This is an optimization exercise on Yosys and OpenROAD, whose aim is small area and a short achievable clock period, not a production implementation. The RTL was checked by simulation tests, not by an equivalence proof against the original design.

== amber ==
## fractal
module fractal(
input Clk_100M, reset,
input [15:0]startX,  
input [15:0]startY,
input [15:0]stepX,  
input [15:0]stepY,
output [7:0] divOut,
output [18:0] addr_w,
output wire display,
output wire wea
    );
Size: about 3900 cells after synthesis, about 310 flip-flops.
clock: 11.0 ns
lec_check: 0
cap_margin: 20
core_margin: 2
core_utilization: 45
setup_slack_margin: 5.0
slew_margin: 20
standard.sh (not shown) runs the stock make flow with config.mk's settings and CLKGATE_MAP_FILE= SYNTH_SCRIPT=/design/flow/synth_recipe.tcl, a recipe that flattens the netlist after the stock synthesis.
==> flow/flow/run.sh <==
#!/bin/bash
set -euo pipefail
MARGIN=6.5
cd "$(dirname "$0")/.."
{
  cat <<'TCL'
proc synth {args} {
  if {[lsearch -exact $args "fine:"] >= 0} {
    yosys synth -nofsm -noshare -noabc {*}$args
    yosys extract_fa
    yosys abc -fast
    yosys opt -fast
  } else {
    yosys synth -nofsm -noshare {*}$args
  }
}
TCL
  tail -n +2 synth_recipe.tcl
} > flow/fa_synth.tcl
sed -e "s#$PWD/synth_recipe.tcl#$PWD/flow/fa_synth.tcl#g" \
    -e "s#SETUP_SLACK_MARGIN=[0-9.]*#SETUP_SLACK_MARGIN=$MARGIN#" standard.sh > flow/fa_standard.sh
grep -q fa_synth.tcl flow/fa_standard.sh
grep -q "SETUP_SLACK_MARGIN=$MARGIN" flow/fa_standard.sh
bash flow/fa_standard.sh > flow_make.log 2>&1
The flow did not stop early for amber: all stages ran, and the layout cleared the timing, DRC and antenna checks.
Setup changes, amber to zinc
==> flow/flow/run.sh <==
#!/bin/bash
# Layout flow: the standard flow (standard.sh) with one change to synthesis.
# Yosys's synth normally runs "abc -fast" before ORFS extracts full adders
# (extract_fa); abc restructures the adder trees first, and the adders it
# leaves are found with mixed polarities, which puts an inverter between many
# pairs of full-adder cells. Here the adders are extracted before "abc -fast".
# Everything else (registers, flattening, renaming, the rest of ORFS) is the
# standard flow.
set -euo pipefail
cd "$(dirname "$0")/.."
{
  cat <<'TCL'
proc synth {args} {
  if {[lsearch -exact $args "fine:"] >= 0} {
    yosys synth -nofsm -noshare -noabc {*}$args
    yosys extract_fa
    yosys abc -fast
    yosys opt -fast
  } else {
    yosys synth -nofsm -noshare {*}$args
  }
}
TCL
  tail -n +2 synth_recipe.tcl
} > flow/fa_synth.tcl
sed "s#$PWD/synth_recipe.tcl#$PWD/flow/fa_synth.tcl#g" standard.sh > flow/fa_standard.sh
grep -q fa_synth.tcl flow/fa_standard.sh
bash flow/fa_standard.sh > flow_make.log 2>&1
Results
zinc ended up with a lower achievable clock frequency than amber did.
[compare] base=amber new=zinc: half-perimeter wire length of the detailed placement result now sits higher.

* * *

fractal, a different RTL version from the one above (not shown whole).
Size in the first run: ~3700 cells after synthesis, ~310 flip-flops, about 95 I/O pins.
## fractal
module fractal(
input Clk_100M, reset,
input [15:0]startX,  
input [15:0]startY,
input [15:0]stepX,  
input [15:0]stepY,
output [7:0] divOut,
output [18:0] addr_w,
output wire display,
output wire wea
    );
clock: 11.0 ns
lec_check: 0
cap_margin: 20
core_margin: 2
core_utilization: 45
setup_slack_margin: 5.0
slew_margin: 20
==> flow/flow/run.sh <==
#!/bin/bash
set -euo pipefail
MARGIN=5.5
cd "$(dirname "$0")/.."
{
  cat <<'TCL'
proc synth {args} {
  if {[lsearch -exact $args "fine:"] >= 0} {
    yosys synth -nofsm -noshare -noabc {*}$args
    yosys extract_fa
    yosys abc -fast
    yosys opt -fast
  } else {
    yosys synth -nofsm -noshare {*}$args
  }
}
TCL
  tail -n +2 synth_recipe.tcl
} > flow/fa_synth.tcl
sed -e "s#$PWD/synth_recipe.tcl#$PWD/flow/fa_synth.tcl#g" \
    -e "s#SETUP_SLACK_MARGIN=[0-9.]*#SETUP_SLACK_MARGIN=$MARGIN#" standard.sh > flow/fa_standard.sh
grep -q fa_synth.tcl flow/fa_standard.sh
grep -q "SETUP_SLACK_MARGIN=$MARGIN" flow/fa_standard.sh
bash flow/fa_standard.sh > flow_make.log 2>&1
Next try:
--- a/flow/flow/run.sh
+++ b/flow/flow/run.sh
@@ -2,3 +2,3 @@
 set -euo pipefail
-MARGIN=5.5
+MARGIN=4.5
 cd "$(dirname "$0")/.."
=> Final area shrinks by 6.3%; via count shrinks by 3.3%; setup slack loses 0.23 ns; sequential share of layout area grows by 0.68 points; routed wire length shrinks by 3.6%; critical path depth shrinks by 2; global-route usage shrinks by 0.39 points; non-clock buffer count shrinks by 135; flip-flop and latch count does not change; clock skew grows by 0.012 ns.
Next try:
==> flow/flow/run.sh (replaced) <==
#!/bin/bash
# Layout flow: the standard flow (standard.sh) with one change to synthesis.
# Yosys's synth normally runs "abc -fast" before ORFS extracts full adders
# (extract_fa); abc restructures the adder trees first, and the adders it
# leaves are found with mixed polarities, which puts an inverter between many
# pairs of full-adder cells. Here the adders are extracted before "abc -fast".
# Everything else (registers, flattening, renaming, the rest of ORFS) is the
# standard flow.
set -euo pipefail
cd "$(dirname "$0")/.."
{
  cat <<'TCL'
proc synth {args} {
  if {[lsearch -exact $args "fine:"] >= 0} {
    yosys synth -nofsm -noshare -noabc {*}$args
    yosys extract_fa
    yosys abc -fast
    yosys opt -fast
  } else {
    yosys synth -nofsm -noshare {*}$args
  }
}
TCL
  tail -n +2 synth_recipe.tcl
} > flow/fa_synth.tcl
sed "s#$PWD/synth_recipe.tcl#$PWD/flow/fa_synth.tcl#g" standard.sh > flow/fa_standard.sh
grep -q fa_synth.tcl flow/fa_standard.sh
bash flow/fa_standard.sh > flow_make.log 2>&1
CORE_UTILIZATION = 52   (was 45)
Effect:
- The new run produced a clean layout
- via count climbs by 3.9%
- final area is higher by about 2%
- global-route usage goes up by 5.7 points
- routed wire length climbs by about 7%
- flip-flop and latch count is unchanged
Next try:
CTS_BUF_LIST = sky130_fd_sc_hd__clkbuf_8   (was default)
Hold slack hardly moves.
Clock skew rose by 0.0062 ns.
Sequential share of layout area barely changes.
Routed wire length rose by 0.93%.
Maximum frequency barely changes.
Next try:
CORE_UTILIZATION = 45   (was 52)
CTS_BUF_LIST = default   (was sky130_fd_sc_hd__clkbuf_8)
Outcome:
- setup slack is worse by 0.088 ns
- design area came out higher by 0.56%
- non-clock buffer count came out lower by 6
- area after synthesis is unchanged
- fmax goes down by 1.5%

## separate check: timing with driven ports
How much do the figures lean on ideal ports? The routed layouts below were timed once more, with nothing changed but the port constraints. Step 1, drivers: a clkbuf_16 drives Clk_100M and a buf_2 each remaining input, both assumed. Step 2 also shifts input and output timing later by t, the mid clock arrival at the registers, as if the neighbouring blocks saw the same clock. Slacks: ideal / step 1 / step 2; pairs: ideal / step 1.
| run | t (ns) | slack for setup (ns) | worst setup path after step 2 | slew at the worst register clock pin (ns) | pins driven straight from the clock port |
|---|---|---|---|---|---|
| amber | 0.643 | 5.175 / 5.175 / 5.175 | register to register | 0.07 / 0.07 | 1 |
| zinc | 0.666 | 5.070 / 5.070 / 5.070 | register to register | 0.06 / 0.06 | 1 |
| the first run of note 2 | 0.654 | 4.979 / 4.979 / 4.979 | register to register | 0.07 / 0.07 | 1 |
| the second run of note 2 | 0.654 | 4.750 / 4.750 / 4.750 | register to register | 0.07 / 0.07 | 1 |
| the third run of note 2 | 0.633 | 5.107 / 5.107 / 5.107 | register to register | 0.07 / 0.07 | 1 |
| the fourth run of note 2 | 0.750 | 5.122 / 5.122 / 5.122 | register to register | 0.07 / 0.07 | 1 |
| the fifth run of note 2 | 0.655 | 5.034 / 5.034 / 5.034 | register to register | 0.06 / 0.06 | 1 |
After both steps every run listed still meets setup and hold.
